Source: an optimization exercise on an open RTL-to-GDS flow (aim: small area). Production flows keep margins and buffers that such runs may drop. In this exercise RTL edits were held to simulation tests only and were not proved equivalent to the original. The flow treats the clock pin as an ideal source. Dropping or thinning the clock tree relies on that and would not hold on a real chip. Power figures rest on the tool's default switching activity, not on a simulated workload.

==> flow/design.v (excerpt) <==
module cpu (
    input clk,
    input rst,
    input [7:0] instruction,
    input [3:0] immediate,
    output [6:0] seg,
    output [3:0] an,
    output reg Z_flag,
    output reg C_flag,
    output reg N_flag
);
    reg [5:0] c;
    reg [1:0] g;
    reg [3:0] k;
    wire w = c[4] & ~c[3] & ~c[2] & ~c[1] & c[0];
    wire cfb = ~(c[5] ^ c[4]) ^ w;
    wire k9 = k[3] & k[0];
    wire exec = w & g[1] & ~g[0] & k9;
    always @(posedge clk or posedge rst) begin
        if (rst) begin
            c <= 6'b100010;
            g <= 2'b00;
            k <= 4'd5;
        end else begin
            c <= {c[4:0], cfb};
            if (w) begin
                g <= {g[0], ~g[1]};
                if (g == 2'b10) k <= k9 ? 4'd0 : k + 4'd1;
            end
        end
    end
    wire ds = g[0];
    reg [3:0] r1, r2;
    reg v1, v2;
    reg pend, pv;
    wire [3:0] hi = instruction[7:4];
    wire [3:0] lo = instruction[3:0];
    wire hz  = (hi == 4'd0);
    wire xo  = lo[1] ^ lo[0];
    wire aop = (hi == 4'd1 || hi == 4'd2) && lo[3:2] == 2'b00;
    wire cpy = hz && lo[3:2] == 2'b00;
    wire fet = hz && lo[3:2] == 2'b01 && xo;
    wire st  = hz && lo[3:2] == 2'b10 && xo;
    wire rw  = aop | cpy | fet;
    wire d   = lo[1];                  
    reg [3:0] F1, F2;                  
    wire [3:0] X  = d ? r2 : r1;
    wire [3:0] Y  = d ? r1 : r2;
    wire [3:0] rd = d ? F1 : F2;       
    wire [3:0] B  = lo[2] ? rd : (xo ? Y : immediate);
    wire [3:0] A  = hz ? 4'd0 : X;
    wire sub = hi[1];
    wire [4:0] s = {1'b0, A} + {1'b0, B ^ {4{sub}}} + {4'd0, sub};
    wire we1 = exec & rw & ~d;
    wire we2 = exec & rw & d;
    always @(posedge clk) begin
        r1 <= we1 ? s[3:0] : (r1 & {4{v1 | pend}});
        r2 <= we2 ? s[3:0] : (r2 & {4{v2 | pend}});
    end
    always @(posedge clk or posedge rst) begin
        if (rst) begin
            v1 <= 1'b0;
            v2 <= 1'b0;
            Z_flag <= 1'b0;
            C_flag <= 1'b0;
            N_flag <= 1'b0;
        end else begin
            if (we1) v1 <= 1'b1;
  ...
For scale: about 300 cells after synthesis, ~100 flip-flops, ~28 I/O pins, roughly 0.0037 mm^2 of cells after synthesis.
Settings: LEC_CHECK=0, CAP_MARGIN=20, CORE_MARGIN=2, CORE_UTILIZATION=70, CTS_BUF_LIST=sky130_fd_sc_hd__clkbuf_16, CTS_CLUSTER_DIAMETER=500, CTS_CLUSTER_SIZE=100, SLEW_MARGIN=20; clock period 10.0 ns.
run.sh (not shown) runs the stock make flow with config.mk's settings and CLKGATE_MAP_FILE= SYNTH_SCRIPT=/design/flow/synth_recipe.tcl, a recipe that flattens the netlist after the stock synthesis.
Rerun with:
- CORE_UTILIZATION: 70 -> 40
- CTS_BUF_LIST: sky130_fd_sc_hd__clkbuf_16 -> unset
Power falls by roughly a tenth.
Worst setup slack got worse by 0.020 ns.
Final area falls slightly.
Clock power falls by a quarter to a third.
Utilization falls by 37 points.
Clock skew barely changes.
Sequential share of layout area rises by 0.48 points.
First-iteration DRC count falls by well over a third.

north:
Another version of the RTL of cpu (not shown whole).
Size in the first run: ~290 cells after synthesis, roughly 0.0033 mm^2 of cells after synthesis.
clock: 10.0 ns
lec_check: 0
cap_margin: 20
core_margin: 2
core_utilization: 40
slew_margin: 20
standard.sh (not shown) runs the stock make flow with config.mk's settings and CLKGATE_MAP_FILE= SYNTH_SCRIPT=/design/flow/synth_recipe.tcl, a recipe that flattens the netlist after the stock synthesis.
==> flow/flow/run.sh <==
#!/bin/bash
# Own layout flow: the standard flow (standard.sh), with three changes:
#  1. after the standard synthesis, its combinational cells are re-mapped for
#     area with Yosys/ABC (flow/remap.ys, flow/area.abc); every flip-flop keeps
#     its cell and name;
#  2. the port buffers are sky130_fd_sc_hd__buf_1;
#  3. a two-level clock tree built by flow/cts.tcl in place of the standard
#     CTS step (one root buffer fed by the clock port, six leaf buffers).
# Each tool's output goes to a log file of its own in the work folder.
set -euo pipefail
W=$(pwd)
R=$W/orfs/results/$FLOW_PLATFORM/cpu/base
LIB=$FLOW_HOME/platforms/$FLOW_PLATFORM/lib/sky130_fd_sc_hd__tt_025C_1v80.lib
YOSYS=$FLOW_HOME/../tools/install/yosys/bin/yosys
[[ -x $YOSYS ]] || YOSYS=yosys

# 1. standard synthesis
bash standard.sh "$R/1_2_yosys.v" > "$W/log_1_synth.log" 2>&1
cp "$R/1_2_yosys.v" "$W/std_1_2_yosys.v"

# 2. area re-map of the combinational logic: each ABC script in turn, the
#    smallest result is kept
DU=$(sed -n '/DONT_USE_CELLS += /,/^$/p' "$FLOW_HOME/platforms/$FLOW_PLATFORM/config.mk" \
     | grep -oE "sky130_fd_sc_hd__[a-z0-9_]+" | sed 's/^/-dont_use /' | tr '\n' ' ')
best=""; bestarea=""
for s in area area2 area3; do
  sed -e "s#@LIB@#$LIB#g" -e "s#@IN@#$W/std_1_2_yosys.v#" -e "s#@TOP@#$FLOW_TOP#" \
      -e "s#@DONTUSE@#$DU#" -e "s#@ABC@#$W/flow/$s.abc#" -e "s#@OUT@#$W/remap_$s.v#" \
      -e "s#@STAT0@#$W/remap_stat_before.txt#" -e "s#@STAT1@#$W/remap_stat_$s.txt#" \
      "$W/flow/remap.ys" > "$W/remap_$s.ys"
  "$YOSYS" -s "$W/remap_$s.ys" > "$W/log_2_remap_$s.log" 2>&1 || continue
  a=$(awk '/Chip area for module/ {print $NF}' "$W/remap_stat_$s.txt")
  echo "remap $s: $a"
  if [[ -z $best ]] || python3 -c "import sys; sys.exit(0 if float('$a') < float('$bestarea') else 1)"; then
    best=$s; bestarea=$a
  fi
done
[[ -n $best ]]
echo "remap kept: $best ($bestarea)"
cp "$W/remap_$best.v" "$R/1_2_yosys.v"

# 3. placement with the standard flow, small port buffers
KNOBS=("BUFFER_PORTS_ARGS=-buffer_cell sky130_fd_sc_hd__buf_1")
bash standard.sh place "${KNOBS[@]}" > "$W/log_3_place.log" 2>&1

# 4. clock tree
RESULTS=$R LIB=$LIB FLOWDIR=$W/flow CTS_ROOT=sky130_fd_sc_hd__clkbuf_2 \
  CTS_LEAF=sky130_fd_sc_hd__clkbuf_8 CTS_NX=3 CTS_NY=2 \
  openroad -no_init -exit "$W/flow/cts.tcl" > "$W/log_4_cts.log" 2>&1

# 5. the rest of the standard flow
bash standard.sh finish "${KNOBS[@]}" > "$W/log_5_route.log" 2>&1
==> flow/flow/area3.abc <==
strash
&get -n
&st
&deepsyn -T 60
&if -K 3
&mfs
&st
&syn2
&if -K 4
&mfs
&st
&syn2
&if -K 6
&mfs
&st
&dch
&nf -R 1000 -a -p
&put
topo
Other scripts of this flow, unchanged in this note and not shown: flow/flow/area.abc, flow/flow/area2.abc, flow/flow/cts.tcl, flow/flow/remap.ys, flow/flow/tree.tcl
Modified inputs, south compared to north
-- flow/flow/run.sh --
<<< north, line 1
#!/bin/bash
# Own layout flow: the standard flow (standard.sh), with three changes:
#  1. after the standard synthesis, its combinational cells are re-mapped for
#     area with Yosys/ABC (flow/remap.ys, flow/area.abc); every flip-flop keeps
#     its cell and name;
#  2. the port buffers are sky130_fd_sc_hd__buf_1;
#  3. a two-level clock tree built by flow/cts.tcl in place of the standard
#     CTS step (one root buffer fed by the clock port, six leaf buffers).
# Each tool's output goes to a log file of its own in the work folder.
>>> south, line 1
#!/bin/bash
# Own layout flow: the standard flow (standard.sh), with these changes:
#  1. after the standard synthesis, its combinational cells are re-mapped for
#     area with Yosys/ABC (flow/remap.ys), once with each ABC script in the
#     list below (flow/*.abc), and the smallest netlist is kept; every
#     flip-flop keeps its cell and name;
#  2. the port buffers are sky130_fd_sc_hd__buf_1;
#  3. a two-level clock tree built by flow/cts.tcl (with flow/tree.tcl) in
#     place of the standard CTS step: one root buffer fed by the clock port,
#     six leaf buffers, each driving the flip-flops of one region;
#  4. everything else (floorplan, power grid, placement, routing) is the
#     standard flow's.
# Each tool's output goes to a log file of its own in the work folder.
<<< north, line 25
best=""; bestarea=""
for s in area area2 area3; do
  sed -e "s#@LIB@#$LIB#g" -e "s#@IN@#$W/std_1_2_yosys.v#" -e "s#@TOP@#$FLOW_TOP#" \
>>> south, line 29
best=""; bestarea=""
for s in area area2 b1 b2 b4 b5 b6 b7 c2 c3 c4; do
  sed -e "s#@LIB@#$LIB#g" -e "s#@IN@#$W/std_1_2_yosys.v#" -e "s#@TOP@#$FLOW_TOP#" \
==> flow/flow/b1.abc (new file) <==
strash
&get -n
&st
&dch
&nf -R 1000 -a
&put
topo
==> flow/flow/b2.abc (new file) <==
strash
&get -n
&st
&syn2
&dch
&nf -R 1000 -a -p
&put
topo
==> flow/flow/b4.abc (new file) <==
strash
dc2
&get -n
&st
&if -K 6 -a
&mfs
&st
&syn2
&dch
&nf -R 1000 -a
&put
topo
==> flow/flow/b5.abc (new file) <==
strash
&get -n
&st
&synch2
&if -K 4
&mfs
&st
&dch -f
&nf -R 1000 -a -p
&put
topo
==> flow/flow/b6.abc (new file) <==
strash
&get -n
&st
&if -K 5
&mfs
&st
&syn2
&if -K 3
&mfs
&st
&dch
&nf -R 1000 -a -p
&put
topo
==> flow/flow/b7.abc (new file) <==
strash
dch -f
map -a
strash
&get -n
&st
&if -K 4
&mfs
&st
&dch
&nf -R 1000 -a -p
&put
topo
==> flow/flow/c2.abc (new file) <==
strash
&get -n
&st
&syn2
&syn2
&dch
&nf -R 1000 -a -p
&put
topo
==> flow/flow/c3.abc (new file) <==
strash
&get -n
&st
&syn3
&dch
&nf -R 1000 -a -p
&put
topo
==> flow/flow/c4.abc (new file) <==
strash
&get -n
&st
&syn2
&dch
&nf -R 1000 -a -p -F 8 -A 8 -C 32
&put
topo
removed: flow/flow/area3.abc
Notes after the runs:
Going from north to south, routed length on met3 rose 53 um; cell count after placement fell 9; summed instance area of the synthesized netlist fell about 1.1%.
Cmp south vs north: final HPWL from detailed placement higher in south
Die area improves in south relative to north.
Design area was lower in south than in north.
Input changes introduced in east (baseline for comparison: south):
-- flow/flow/run.sh --
<<< south, line 1
#!/bin/bash
# Own layout flow: the standard flow (standard.sh), with these changes:
#  1. after the standard synthesis, its combinational cells are re-mapped for
#     area with Yosys/ABC (flow/remap.ys), once with each ABC script in the
#     list below (flow/*.abc), and the smallest netlist is kept; every
#     flip-flop keeps its cell and name;
#  2. the port buffers are sky130_fd_sc_hd__buf_1;
#  3. a two-level clock tree built by flow/cts.tcl (with flow/tree.tcl) in
#     place of the standard CTS step: one root buffer fed by the clock port,
#     six leaf buffers, each driving the flip-flops of one region;
#  4. everything else (floorplan, power grid, placement, routing) is the
#     standard flow's.
# Each tool's output goes to a log file of its own in the work folder.
>>> east, line 1
#!/bin/bash
# Own layout flow: the standard flow (standard.sh), with three changes:
#  1. after the standard synthesis, its combinational cells are re-mapped for
#     area with Yosys/ABC (flow/remap.ys, flow/area.abc); every flip-flop keeps
#     its cell and name;
#  2. the port buffers are sky130_fd_sc_hd__buf_1;
#  3. a two-level clock tree built by flow/cts.tcl in place of the standard
#     CTS step (one root buffer fed by the clock port, six leaf buffers).
# Each tool's output goes to a log file of its own in the work folder.
<<< south, line 29
best=""; bestarea=""
for s in area area2 b1 b2 b4 b5 b6 b7 c2 c3 c4; do
  sed -e "s#@LIB@#$LIB#g" -e "s#@IN@#$W/std_1_2_yosys.v#" -e "s#@TOP@#$FLOW_TOP#" \
>>> east, line 25
best=""; bestarea=""
for s in area area2 area3 b1 b2 b4 b5 b6 b7; do
  sed -e "s#@LIB@#$LIB#g" -e "s#@IN@#$W/std_1_2_yosys.v#" -e "s#@TOP@#$FLOW_TOP#" \
==> flow/flow/area3.abc (new file) <==
strash
&get -n
&st
&deepsyn -T 60
&if -K 3
&mfs
&st
&syn2
&if -K 4
&mfs
&st
&syn2
&if -K 6
&mfs
&st
&dch
&nf -R 1000 -a -p
&put
topo
removed: flow/flow/c2.abc
removed: flow/flow/c3.abc
removed: flow/flow/c4.abc
## What came out
Compared with south, east shows a global routing usage on met3 that is 0.16 points lower. In the tables for south and east, final setup slack of the worst path reads higher with south. On finished layout cell area, east does worse than south. east vs south: area growth from synthesis to layout up. Changes observed in east relative to south: sum of internal, switching and leakage power roughly the same, clock power roughly the same. From south to east the numbers moved as follows: inverter count of the layout excluding clock inverters shows a reduction of 4; count of nets after finishing shows a reduction of about 0.6%; total global routing track utilization shows a reduction of 0.43 points. Comparing south and east, post-route fraction of the period consumed by the critical path is higher on east.
No run of this note takes its clock network from TritonCTS; it comes from the design's own scripts or RTL.

[re-timing with driven ports]
The results above use ideal ports. As a check the final layouts listed here were re-extracted and re-timed, cells and wires unchanged.
Step 1 assumes that a clkbuf_16 drives the clock port and a buf_2 every other input.
Step 2 times the ports against the registers' clock, not the clock port: input delays grow and output delays shrink by t, the midpoint of the rising clock arrivals with the driver on.
a / b / c = ideal ports / drivers / drivers and shift; a / b = the first two.
| run | t (ns) | setup slack, ns | hold slack, ns |
|---|---|---|---|
| the first run of note 1 | 0.384 | 4.838 / 4.803 / 4.983 | 0.325 / 0.325 / 0.325 |
| the second run of note 1 | 0.393 | 4.817 / 4.788 / 5.058 | 0.333 / 0.333 / 0.333 |
| north | 0.526 | 5.276 / 5.251 / 5.034 | 0.331 / 0.331 / 0.331 |
| south | 0.512 | 5.296 / 5.271 / 5.509 | 0.320 / 0.320 / 0.320 |
| east | 0.520 | 5.237 / 5.209 / 5.116 | 0.322 / 0.322 / 0.322 |
After both steps every run listed still meets setup and hold. For north, which loses most, drivers alone change the setup slack by -0.025 ns; drivers and shift together by -0.242 ns.
